Source: an optimization exercise on an open RTL-to-GDS flow (aim: small area and a short achievable clock period). Production flows keep margins and buffers that such runs may drop.
For this run, only the layout was checked, not whether the RTL still works.
Power is estimated from default activity; no workload was simulated.

`flow/config.mk`:
```
export PLATFORM = sky130hd
export DESIGN_NAME = alu16_reg
export DESIGN_NICKNAME = alu16_reg
export VERILOG_FILES = /design/flow/design.v
export SDC_FILE = /design/flow/constraint.sdc
export NUM_CORES = 4
export LEC_CHECK = 0
export ABC_AREA = 1
export CAP_MARGIN = 20
export CORE_MARGIN = 2
export CORE_UTILIZATION = 40
export CTS_BUF_LIST = sky130_fd_sc_hd__clkbuf_4 sky130_fd_sc_hd__clkbuf_8
export SETUP_SLACK_MARGIN = 2.3
export SLEW_MARGIN = 20
```
`flow/flow/abc_area.script`:
```
strash
dch
amap
topo
stime -c
```
`flow/flow/run.sh`:
```
#!/bin/bash
set -euo pipefail
W=$PWD
rm -rf "$W/scripts_amap"
cp -r "$FLOW_HOME/scripts" "$W/scripts_amap"
cp "$W/flow/abc_area.script" "$W/scripts_amap/abc_area.script"
bash "$W/standard.sh" "SCRIPTS_DIR=$W/scripts_amap" synth > "$W/synth.log" 2>&1
bash "$W/standard.sh" "BUFFER_PORTS_ARGS=-buffer_cell sky130_fd_sc_hd__buf_1" finish > "$W/layout.log" 2>&1
```
`flow/design.v`:
```
module alu16_reg (
    input             clk,
    input      [15:0] valA,
    input      [15:0] valB,
    input      [ 3:0] aluop,
    input             shift_Dir,
    input             rotator_Dir,
    input             sub,
    output reg [ 3:0] cc,
    output reg [15:0] result
);
    reg [15:0] a_q, b_q;
    reg [ 3:0] op_q;
    reg        sd_q, rd_q, sub_q;
    wire [ 3:0] cc_d;
    wire [15:0] result_d;
    always @(posedge clk) begin
        a_q   <= valA;
        b_q   <= valB;
        op_q  <= aluop;
        sd_q  <= shift_Dir;
        rd_q  <= rotator_Dir;
        sub_q <= sub;
        cc     <= cc_d;
        result <= result_d;
    end
    ALU16 u_alu (a_q, b_q, op_q, sd_q, rd_q, sub_q, cc_d, result_d);
endmodule

module ALU16 (valA, valB, aluop, shift_Dir, rotator_Dir, sub, cc, result);
	input  [15:0] valA;
	input  [15:0] valB;
	input  [ 3:0] aluop;
	input         shift_Dir;
	input         rotator_Dir;
	input         sub;
	output [ 3:0] cc;
	output [15:0] result;
	wire op_add = (aluop == 4'd0);
	wire op_ar  = (aluop[3:1] == 3'd0);           
	wire op_lsh = (aluop == 4'd2) | (aluop == 4'd4);
	wire op_ash = (aluop == 4'd3);
	wire op_rot = (aluop == 4'd5) | (aluop == 4'd6);
	wire op_sh  = op_lsh | op_ash | op_rot;
	wire op_mul = (aluop == 4'd7);
	wire op_and = (aluop == 4'd8);
	wire op_or  = (aluop == 4'd9);
	wire op_not = (aluop == 4'd10);
	wire op_xor = (aluop == 4'd11);
	wire        inv = op_ar & sub;
	wire [15:0] sb  = valB ^ {16{inv}};
	wire [15:0] ap  = valA ^ sb;
	wire [15:0] ag  = valA & sb;
	wire [15:0] sum = cp_s;
	wire        co  = cp_c[16];
	wire        vad = cp_c[16] ^ cp_c[15];
	wire [3:0]  s    = valB[3:0];
	wire        left = op_rot ? rotator_Dir : shift_Dir;
	wire [3:0]  r;
	assign r[0] = s[0];
	assign r[1] = s[1] ^ (~left & s[0]);
	assign r[2] = s[2] ^ (~left & (s[1] | s[0]));
	assign r[3] = s[3] ^ (~left & (s[2] | s[1] | s[0]));
	wire [15:0] r1 = r[0] ? {valA[14:0], valA[15]}  : valA;
	wire [15:0] r2 = r[1] ? {r1[13:0], r1[15:14]}   : r1;
	wire [15:0] r3 = r[2] ? {r2[11:0], r2[15:12]}   : r2;
	wire [15:0] rot = r[3] ? {r3[7:0], r3[15:8]}    : r3;
	wire [15:0] therm;
	genvar k;
	generate for (k = 0; k < 16; k = k + 1) begin : th
		assign therm[k] = (s <= k);
	end endgenerate
	wire [15:0] keep;
	generate for (k = 0; k < 16; k = k + 1) begin : kp
		assign keep[k] = op_rot | (left ? therm[k] : therm[15-k]);
	end endgenerate
	wire        fill = op_ash & ~left & valA[15];
	wire [15:0] shr  = (rot & keep) | ({16{fill}} & ~keep);
	wire        vsh  = ~shift_Dir & (s != 4'd0) & valA[15];
	wire rows_on = |aluop[3:1];
	wire [16:0] ax = {valA[15], valA};
	wire [17:0] yb = {valB[15], valB, 1'b0};
	wire [7:0] one, two, ng;
	genvar j;
	generate for (j = 0; j < 8; j = j + 1) begin : enc
		assign one[j] = rows_on & (yb[2*j+1] ^ yb[2*j]);
		assign two[j] = rows_on & ((yb[2*j+2] & ~yb[2*j+1] & ~yb[2*j]) | (~yb[2*j+2] & yb[2*j+1] & yb[2*j]));
		assign ng[j]  = rows_on & yb[2*j+2];
	end endgenerate
	wire [7:0] nge;
	generate for (j = 0; j < 8; j = j + 1) begin : nge_g
		assign nge[j] = ng[j] & ~(yb[2*j+1] & yb[2*j]);
	end endgenerate
	wire [16:0] pp0;
	wire [16:0] xa0 = ax[16:0] ^ {17{nge[0]}};
	assign pp0[0] = (one[0] & xa0[0]) | (two[0] & nge[0]);
	generate for (j = 1; j < 17; j = j + 1) begin : ppg0
		assign pp0[j] = (one[0] & xa0[j]) | (two[0] & xa0[j-1]);
	end endgenerate
	wire [14:0] pp1;
	wire [14:0] xa1 = ax[14:0] ^ {15{nge[1]}};
	assign pp1[0] = (one[1] & xa1[0]) | (two[1] & nge[1]);
	generate for (j = 1; j < 15; j = j + 1) begin : ppg1
		assign pp1[j] = (one[1] & xa1[j]) | (two[1] & xa1[j-1]);
	end endgenerate
	wire [12:0] pp2;
	wire [12:0] xa2 = ax[12:0] ^ {13{nge[2]}};
	assign pp2[0] = (one[2] & xa2[0]) | (two[2] & nge[2]);
	generate for (j = 1; j < 13; j = j + 1) begin : ppg2
		assign pp2[j] = (one[2] & xa2[j]) | (two[2] & xa2[j-1]);
	end endgenerate
	wire [10:0] pp3;
	wire [10:0] xa3 = ax[10:0] ^ {11{nge[3]}};
	assign pp3[0] = (one[3] & xa3[0]) | (two[3] & nge[3]);
	generate for (j = 1; j < 11; j = j + 1) begin : ppg3
		assign pp3[j] = (one[3] & xa3[j]) | (two[3] & xa3[j-1]);
	end endgenerate
	wire [8:0] pp4;
	wire [8:0] xa4 = ax[8:0] ^ {9{nge[4]}};
	assign pp4[0] = (one[4] & xa4[0]) | (two[4] & nge[4]);
	generate for (j = 1; j < 9; j = j + 1) begin : ppg4
		assign pp4[j] = (one[4] & xa4[j]) | (two[4] & xa4[j-1]);
	end endgenerate
	wire [6:0] pp5;
	wire [6:0] xa5 = ax[6:0] ^ {7{nge[5]}};
	assign pp5[0] = (one[5] & xa5[0]) | (two[5] & nge[5]);
	generate for (j = 1; j < 7; j = j + 1) begin : ppg5
		assign pp5[j] = (one[5] & xa5[j]) | (two[5] & xa5[j-1]);
	end endgenerate
	wire [4:0] pp6;
	wire [4:0] xa6 = ax[4:0] ^ {5{nge[6]}};
	assign pp6[0] = (one[6] & xa6[0]) | (two[6] & nge[6]);
	generate for (j = 1; j < 5; j = j + 1) begin : ppg6
		assign pp6[j] = (one[6] & xa6[j]) | (two[6] & xa6[j-1]);
	end endgenerate
	wire [2:0] pp7;
	wire [2:0] xa7 = ax[2:0] ^ {3{nge[7]}};
	assign pp7[0] = (one[7] & xa7[0]) | (two[7] & nge[7]);
	generate for (j = 1; j < 3; j = j + 1) begin : ppg7
		assign pp7[j] = (one[7] & xa7[j]) | (two[7] & xa7[j-1]);
	end endgenerate
	wire s1, c2;
	assign {c2, s1} = pp0[10] + pp1[8];
	wire s3, c4;
	assign {c4, s3} = pp0[11] + pp1[9];
	wire s5, c6;
	assign {c6, s5} = pp0[12] + pp1[10] + pp2[8];
	wire s7, c8;
	assign {c8, s7} = pp3[6] + pp4[4];
	wire s9, c10;
	assign {c10, s9} = pp0[13] + pp1[11] + pp2[9];
	wire s11, c12;
	assign {c12, s11} = pp3[7] + pp4[5];
	wire s13, c14;
	assign {c14, s13} = pp0[14] + pp1[12] + pp2[10];
	wire s15, c16;
	assign {c16, s15} = pp3[8] + pp4[6] + pp5[4];
	wire s17, c18;
	assign {c18, s17} = pp6[2] + pp7[0];
	wire s19, c20;
	assign {c20, s19} = pp0[15] + pp1[13] + pp2[11];
	wire s21, c22;
	assign {c22, s21} = pp3[9] + pp4[7] + pp5[5];
	wire s23, c24;
	assign {c24, s23} = pp6[3] + pp7[1];
	wire s25, c26;
	assign {c26, s25} = pp0[6] + pp1[4];
	wire s27, c28;
	assign {c28, s27} = pp0[7] + pp1[5];
	wire s29, c30;
	assign {c30, s29} = pp0[8] + pp1[6] + pp2[4];
	wire s31, c32;
	assign {c32, s31} = pp3[2] + pp4[0];
	wire s33, c34;
	assign {c34, s33} = pp0[9] + pp1[7] + pp2[5];
	wire s35, c36;
	assign {c36, s35} = pp3[3] + pp4[1];
	wire s37, c38;
	assign {c38, s37} = s1 + pp2[6] + pp3[4];
	wire s39, c40;
	assign {c40, s39} = pp4[2] + pp5[0] + nge[5];
	wire s41, c42;
	assign {c42, s41} = s3 + pp2[7] + pp3[5];
	wire s43, c44;
	assign {c44, s43} = pp4[3] + pp5[1] + c2;
	wire s45, c46;
	assign {c46, s45} = s5 + s7 + pp5[2];
	wire s47, c48;
	assign {c48, s47} = pp6[0] + nge[6] + c4;
	wire s49, c50;
	assign {c50, s49} = s9 + s11 + pp5[3];
	wire s51, c52;
	assign {c52, s51} = pp6[1] + c6 + c8;
	wire s53, c54;
	assign {c54, s53} = s13 + s15 + s17;
	wire s55, c56;
	assign {c56, s55} = nge[7] + c10 + c12;
	wire s57, c58;
	assign {c58, s57} = s19 + s21 + s23;
	wire s59, c60;
	assign {c60, s59} = c14 + c16 + c18;
	wire s61, c62;
	assign {c62, s61} = pp0[4] + pp1[2];
	wire s63, c64;
	assign {c64, s63} = pp0[5] + pp1[3];
	wire s65, c66;
	assign {c66, s65} = s25 + pp2[2] + pp3[0];
	wire s67, c68;
	assign {c68, s67} = s27 + pp2[3] + pp3[1];
	wire s69, c70;
	assign {c70, s69} = s29 + s31 + nge[4];
	wire s71, c72;
	assign {c72, s71} = s33 + s35 + c30;
	wire s73, c74;
	assign {c74, s73} = s37 + s39 + c34;
	wire s75, c76;
	assign {c76, s75} = s41 + s43 + c38;
	wire s77, c78;
	assign {c78, s77} = s45 + s47 + c42;
	wire s79, c80;
	assign {c80, s79} = s49 + s51 + c46;
	wire s81, c82;
	assign {c82, s81} = s53 + s55 + c50;
	wire s83, c84;
	assign {c84, s83} = s57 + s59 + c54;
	wire s85, c86;
	assign {c86, s85} = pp0[2] + pp1[0];
	wire s87, c88;
	assign {c88, s87} = pp0[3] + pp1[1];
	wire s89, c90;
	assign {c90, s89} = s61 + pp2[0] + nge[2];
	wire s91, c92;
	assign {c92, s91} = s63 + pp2[1] + c62;
	wire s93, c94;
	assign {c94, s93} = s65 + nge[3] + c64;
	wire s95, c96;
	assign {c96, s95} = s67 + c26 + c66;
	wire s97, c98;
	assign {c98, s97} = s69 + c28 + c68;
	wire s99, c100;
	assign {c100, s99} = s71 + c32 + c70;
	wire s101, c102;
	assign {c102, s101} = s73 + c36 + c72;
	wire s103, c104;
	assign {c104, s103} = s75 + c40 + c74;
	wire s105, c106;
	assign {c106, s105} = s77 + c44 + c76;
	wire s107, c108;
	assign {c108, s107} = s79 + c48 + c78;
	wire s109, c110;
	assign {c110, s109} = s81 + c52 + c80;
	wire s111, c112;
	assign {c112, s111} = s83 + c56 + c82;
	wire [15:0] mx = {s111, s109, s107, s105, s103, s101, s99, s97, s95, s93, s91, s89, s87, s85, pp0[1], pp0[0]};
	wire [15:0] my = {c110, c108, c106, c104, c102, c100, c98, c96, c94, c92, c90, c88, c86, nge[1], 1'b0, nge[0]};
	wire [15:0] cx = mx | ({16{op_ar}} & valA);
	wire [15:0] cy = my | ({16{op_ar}} & sb);
	wire [15:0] cp_s;
	wire [16:0] cp_c;
	wire [15:0] cp_p = cx ^ cy;
	wire [15:0] cp_g = cx & cy;
	wire cp_g0 = cp_g[0] | (cp_p[0] & (op_ar & sub));
	wire cp_G1 = cp_g[1] | (cp_p[1] & cp_g0);
	wire cp_G2 = cp_g[3] | (cp_p[3] & cp_g[2]);
	wire cp_P2 = cp_p[3] & cp_p[2];
	wire cp_G3 = cp_g[5] | (cp_p[5] & cp_g[4]);
	wire cp_P3 = cp_p[5] & cp_p[4];
	wire cp_G4 = cp_g[7] | (cp_p[7] & cp_g[6]);
	wire cp_P4 = cp_p[7] & cp_p[6];
	wire cp_G5 = cp_g[9] | (cp_p[9] & cp_g[8]);
	wire cp_P5 = cp_p[9] & cp_p[8];
	wire cp_G6 = cp_g[11] | (cp_p[11] & cp_g[10]);
	wire cp_P6 = cp_p[11] & cp_p[10];
	wire cp_G7 = cp_g[13] | (cp_p[13] & cp_g[12]);
	wire cp_P7 = cp_p[13] & cp_p[12];
	wire cp_G8 = cp_g[15] | (cp_p[15] & cp_g[14]);
	wire cp_P8 = cp_p[15] & cp_p[14];
	wire cp_G9 = cp_g[2] | (cp_p[2] & cp_G1);
	wire cp_G10 = cp_G2 | (cp_P2 & cp_G1);
	wire cp_G11 = cp_g[6] | (cp_p[6] & cp_G3);
	wire cp_P11 = cp_p[6] & cp_P3;
	wire cp_G12 = cp_G4 | (cp_P4 & cp_G3);
	wire cp_P12 = cp_P4 & cp_P3;
	wire cp_G13 = cp_g[10] | (cp_p[10] & cp_G5);
	wire cp_P13 = cp_p[10] & cp_P5;
	wire cp_G14 = cp_G6 | (cp_P6 & cp_G5);
	wire cp_P14 = cp_P6 & cp_P5;
	wire cp_G15 = cp_g[14] | (cp_p[14] & cp_G7);
	wire cp_P15 = cp_p[14] & cp_P7;
	wire cp_G16 = cp_G8 | (cp_P8 & cp_G7);
	wire cp_P16 = cp_P8 & cp_P7;
	wire cp_G17 = cp_g[4] | (cp_p[4] & cp_G10);
	wire cp_G18 = cp_G3 | (cp_P3 & cp_G10);
	wire cp_G19 = cp_G11 | (cp_P11 & cp_G10);
	wire cp_G20 = cp_G12 | (cp_P12 & cp_G10);
	wire cp_G21 = cp_g[12] | (cp_p[12] & cp_G14);
	wire cp_P21 = cp_p[12] & cp_P14;
	wire cp_G22 = cp_G7 | (cp_P7 & cp_G14);
	wire cp_P22 = cp_P7 & cp_P14;
	wire cp_G23 = cp_G15 | (cp_P15 & cp_G14);
	wire cp_P23 = cp_P15 & cp_P14;
	wire cp_G24 = cp_G16 | (cp_P16 & cp_G14);
	wire cp_P24 = cp_P16 & cp_P14;
	wire cp_G25 = cp_g[8] | (cp_p[8] & cp_G20);
	wire cp_G26 = cp_G5 | (cp_P5 & cp_G20);
	wire cp_G27 = cp_G13 | (cp_P13 & cp_G20);
	wire cp_G28 = cp_G14 | (cp_P14 & cp_G20);
	wire cp_G29 = cp_G21 | (cp_P21 & cp_G20);
	wire cp_G30 = cp_G22 | (cp_P22 & cp_G20);
	wire cp_G31 = cp_G23 | (cp_P23 & cp_G20);
	wire cp_G32 = cp_G24 | (cp_P24 & cp_G20);
	assign cp_c[0] = (op_ar & sub);
	assign cp_c[1] = cp_g0;
	assign cp_c[2] = cp_G1;
	assign cp_c[3] = cp_G9;
	assign cp_c[4] = cp_G10;
	assign cp_c[5] = cp_G17;
	assign cp_c[6] = cp_G18;
	assign cp_c[7] = cp_G19;
	assign cp_c[8] = cp_G20;
	assign cp_c[9] = cp_G25;
	assign cp_c[10] = cp_G26;
	assign cp_c[11] = cp_G27;
	assign cp_c[12] = cp_G28;
	assign cp_c[13] = cp_G29;
	assign cp_c[14] = cp_G30;
	assign cp_c[15] = cp_G31;
	assign cp_c[16] = cp_G32;
	assign cp_s = cp_p ^ cp_c[15:0];
	wire [15:0] cp_s_mul = cp_s;
	wire p16 = (((((((pp0[16] ^ pp1[14]) ^ (pp2[12] ^ pp3[10])) ^ ((pp4[8] ^ pp5[6]) ^ (pp6[4] ^ pp7[2]))) ^ ((c20 ^ c22) ^ c24)) ^ (c58 ^ c60)) ^ c84) ^ c112) ^ cp_c[16];
	wire [16:0] prod = {p16, cp_s};
	wire [3:0] tt = {op_and | op_or, op_or | op_xor | op_not, op_or | op_xor, op_not};
	wire [15:0] lgo;
	generate for (k = 0; k < 16; k = k + 1) begin : lu
		assign lgo[k] = valA[k] ? (valB[k] ? tt[3] : tt[2]) : (valB[k] ? tt[1] : tt[0]);
	end endgenerate
	wire [15:0] res =
		({16{op_ar | op_mul}} & cp_s) |
		({16{op_sh}}  & shr) |
		lgo;
	assign result = res;
	wire N = res[15];
	wire Z = ~|res;
	wire C = (op_add & co) | (op_mul & prod[16]);
	wire V = (op_add & vad) | (op_lsh & vsh);
	assign cc = {N, Z, C, V};
endmodule
```
`flow/standard.sh`:
```
#!/bin/bash
# synth_recipe.tcl (not shown) runs the flow's synth.tcl, then flattens the netlist and writes it again
# the make line also repeats each setting of config.mk as NAME=value (left out here)
make -C /OpenROAD-flow-scripts/flow DESIGN_CONFIG=/design/flow/config.mk WORK_HOME=/design/flow/orfs CLKGATE_MAP_FILE= SYNTH_SCRIPT=/design/flow/synth_recipe.tcl "${@:-finish}"
```
`flow/constraint.sdc`:
```
create_clock -name core_clock -period 8.5 [get_ports {clk}]
set_input_delay 1.7000 -clock core_clock [delete_from_list [all_inputs] [get_ports {clk}]]
set_output_delay 1.7000 -clock core_clock [all_outputs]
set_load 0.01 [all_outputs]
```
==> results.txt <==
==> layout make-up <==
cell class,count,area (sq um),share of cell area
Tap cell,216,270.3,0.03474
Clock buffer,11,145.1,0.01866
Clock inverter,5,77.57,0.009973
Inverter,96,419.2,0.05388
Timing Repair Buffer,114,691.9,0.08895
Multi-Input combinational cell,629,5002,0.6431
Sequential cell,58,1172,0.1507
==> flip-flops by register name, summed over array words and instances, names as in the netlist <==
register,cells
b_q,16
sub_q,1
result,15
rd_q,1
op_q,4
cc,4
sd_q,1
a_q,16
==> Yosys cell counts, types with 4 or more instances <==
cell type,instances
o31ai_1,7
nor2b_1,4
o221ai_1,15
o21ai_0,41
o21bai_1,13
o32ai_1,6
a22oi_1,19
fa_1,47
xor2_1,6
o22a_1,55
or3_1,4
a21oi_1,28
nand2_1,31
o221a_1,7
ha_1,38
nand3_1,5
nor3_1,20
nor2_1,68
a222oi_1,9
o22ai_1,177
clkinv_1,96
dfxtp_1,58
==> power by group <==
group | internal [W] | total [W] | switching (W)
clock | 0.000175 | 0.000298 | 0.000123
combinational | 0.000684 | 0.00164 | 0.000959
sequential | 0.000316 | 0.000354 | 0.0000378
total | 0.00118 | 0.00229 | 0.00112
==> logic make-up after synthesis <==
family,share of synthesized area
compound gates,0.4323
fa+ha+maj,0.2231
xor+xnor,0.008279
flops,0.1829
simple gates,0.09541
buf+inv,0.05796
==> stage by stage <==
step	worst slack (ns)	utilization	hold slack (ns)
final	2.489	0.4951	0.6625
after global routing	2.263	0.4951	0.6657
after CTS	2.310	0.4644	0.6469
after detailed placement	1.127	0.4448	0.6235
after global placement	1.334	0.4448	0.6356
after floorplan	2.405	-	0.5038
==> what timing repair did <==
item	CTS	global route
setup endpoints to repair	10	4
gates resized for setup	20	64
setup buffers	3	33
gates cloned	0	1
pin swaps	3	22
==> cells in the final DEF (no fill, tap or decap), types with 19 or more instances in the layout <==
cell type / synthesis / layout
a21oi_1: 28 / 27
a22oi_1: 19 / 19
buf_1: 0 / 59
buf_4: 1 / 48
clkinv_1: 96 / 72
dfxtp_1: 58 / 51
fa_1: 47 / 47
ha_1: 38 / 38
nand2_1: 31 / 27
nor2_1: 68 / 65
o21ai_0: 41 / 38
o22a_1: 55 / 55
o22ai_1: 177 / 169
==> worst min-delay path by stage <==
stage / start / end / slack, ns / cells after the start
floorplan: a_q[15]$_DFF_P_ / cc[0]$_DFF_P_ / 0.50 / 2
global route: a_q[15]$_DFF_P_ / cc[0]$_DFF_P_ / 0.67 / 2
finish: a_q[15]$_DFF_P_ / cc[0]$_DFF_P_ / 0.66 / 2
global placement: a_q[15]$_DFF_P_ / cc[0]$_DFF_P_ / 0.64 / 2
detailed placement: a_q[15]$_DFF_P_ / cc[0]$_DFF_P_ / 0.62 / 2
CTS: a_q[15]$_DFF_P_ / cc[0]$_DFF_P_ / 0.65 / 2
==> tightest hold or removal path: cells and delay by family, from the launching register on <==
family,cells,cell delay [ns]
AO/OA/AOI/OAI,1,0.09
AND/OR/NAND/NOR,1,0.13
flip-flops,1,0.39
==> routing by layer <==
layer,GRT usage,vias to the layer above,routed length [um]
met4,0.1600,0,1405
met2,0.4407,580,10890
met3,0.08405,106,3303
met1,0.4160,3530,10750
met5,0,-,0
li1,-,3400,-
==> results.txt <==
* H-Tree Depth at 3
* Fmax at 166.3 MHz
* Area Growth Syn to Fin at 22.55%
* Routed wire per std cell at 23.33 um
* CTS max path bufs at 2
* Actual slew at the worst max-slew pin at 0.8530 ns
* Register bit total from synthesis at 58
* Minimum clock period at 6.011 ns
* Die area at 16,890 sq um
* Cell Area, Synth at 6347 sq um
* Global-route wire length before repair at 38,700 um
* Overall Global Routing Usage at 0.3054
* Setup crit start: a_q[0]$_DFF_P_
* CTS clk-pin slew, worst paths at around 0.070 ns
* Initial cell density of the core at 0.4040
* Seq/Total Area, Yosys at 0.1829
* Critical path class: register to register
* Max rail drop VDD at 0.2580 mV
* Vias at 7,616
* Number of global-route vias before repair at 6,858
* First drt pass iteration count at 6
* Setup crit end: cc[2]$_DFF_P_
* Post-synth EDFFs at 0
* Slowest CP cell: dfxtp_1
* Placed cells at 1,076
* Final period util at 0.7072
* Reg2reg path depth at 23
* Max-cap violation count at 0
* Synth cell types at 38
* Die H at 130.0 um
* Routability cong. at between 0.9 and 1
* FP Rows at 46
* Top Family by Delay on Critical Path: adder cells
* Final #Nets at 1,033
* Worst r2r dst: cc[2]$_DFF_P_
* Gr ovfl total at 0
* Layout cells sized above 1 at 0.1446
* Critical path, cell by cell: clkinvlp_4 > o22ai_1 > o22ai_1 > ha_1 > clkinv_1 > fa_1 > clkinv_1 > fa_1 > o21bai_1 > ha_1 > a21o_1 > a21oi_1 > nor2_1 > a311oi_2 > buf_4 > nor3_4 > nor3_2 > inv_2 > nor2_1 > o311ai_1 > nor4_1 > nand2_1 > nor3_2
* LEAKAGE at 2.773 nW
* Width of the die at ~130 um
* CTS tree: done
* Clk root buf: clkbuf_8
* Total Power at 0.002295 W
* PortBufs at just under 60
* Detailed Route Iter0 Violations at 1,110
* Area post-placement at 6989 sq um
* Reg2reg start: a_q[0]$_DFF_P_
* Clk Latency, worst-skew pair at between 0.3 and 0.4 ns
* Crit path max fanout at 11
* Worst relative slew slack at 0.4292
* Crit start category: register
* Core area at 15,710 sq um
* Largest net degree at the start of global routing at 31
* Fin. max-slew vios at 0
* Post-route clock skew at between 0.008 and 0.009 ns
* Syn avg cell area at slightly above 8 sq um
* Initial antenna violation count at 0
* Ant. Diodes at 0
* Ys async rst share at 0
* CTS buffer count at 9
* Final HPWL DP at 18,870 um
* Cell area after layout at 7779 sq um
* Top post-synthesis cells by area: dfxtp_1 18%, o22ai_1 17%, fa_1 15%, o22a_1 7.6%, ha_1 7.5%
* Detailed Route WL at 26,340 um
* Crit. path cell count at 23
* Ys Warns at 1
* CP Capture Type: register
* Final cell count without fillers at 1,129
* Final setup TNS at 0 ns
* Synth Instances at between 700 and 800
* Final hold vios at 0
* Type of the worst min-delay path: register to register
* Worst path required time at 8.79 ns
* R2R Setup Slk at roughly 2.5 ns
* Final setup fails at 0
* Via density per instance at between 6 and 7
* Largest area contributor in the netlist: dfxtp_1
* Ports at 60
* Critical Path AT at 6.30 ns
* RSZ-0062 raised after global routing: false
* Status: timing/DRC/antenna clean
* CTS Hold Bufs at 0
* Post-route ant nets at 0
* CTS sink cnt at 58
* Net Count, Synth at 909
* PD cells at a little under 300 nW/um^2
* Top FF cell, synth: dfxtp_1
* CP max stage delay at between 0.8 and 0.9 ns
* Top cell type's share of synthesized area at 0.1829
* Drt drc at 0
* Fillers at 1,542
* Worst Path Buf+Inv at 5

[afterwards: timing with drivers on the ports]
Ports are ideal in the flow. The routed layout listed here was re-timed in OpenROAD.
Step 1 (the two cells are an assumption about what drives the block):
set clk [get_ports {clk}]
set_driving_cell -lib_cell sky130_fd_sc_hd__clkbuf_16 $clk
set_driving_cell -lib_cell sky130_fd_sc_hd__buf_2 [delete_from_list [all_inputs] $clk]
Step 2, shift: input delay + t, output delay - t, t = (earliest + latest rising clock arrival at the registers) / 2. This alone moves slack from input paths to output paths.
a / b / c = no drivers / after step 1 / after step 2; a / b = the first two.
t (ns): 0.408
setup slack, ns: 2.489 / 2.489 / 2.489
worst setup path at the end: register to register
worst register clock-pin slew, ns: 0.07 / 0.07
After both steps setup and hold are still met in this run. For this run, drivers alone change the setup slack by 0.000 ns; drivers and shift together by 0.000 ns.
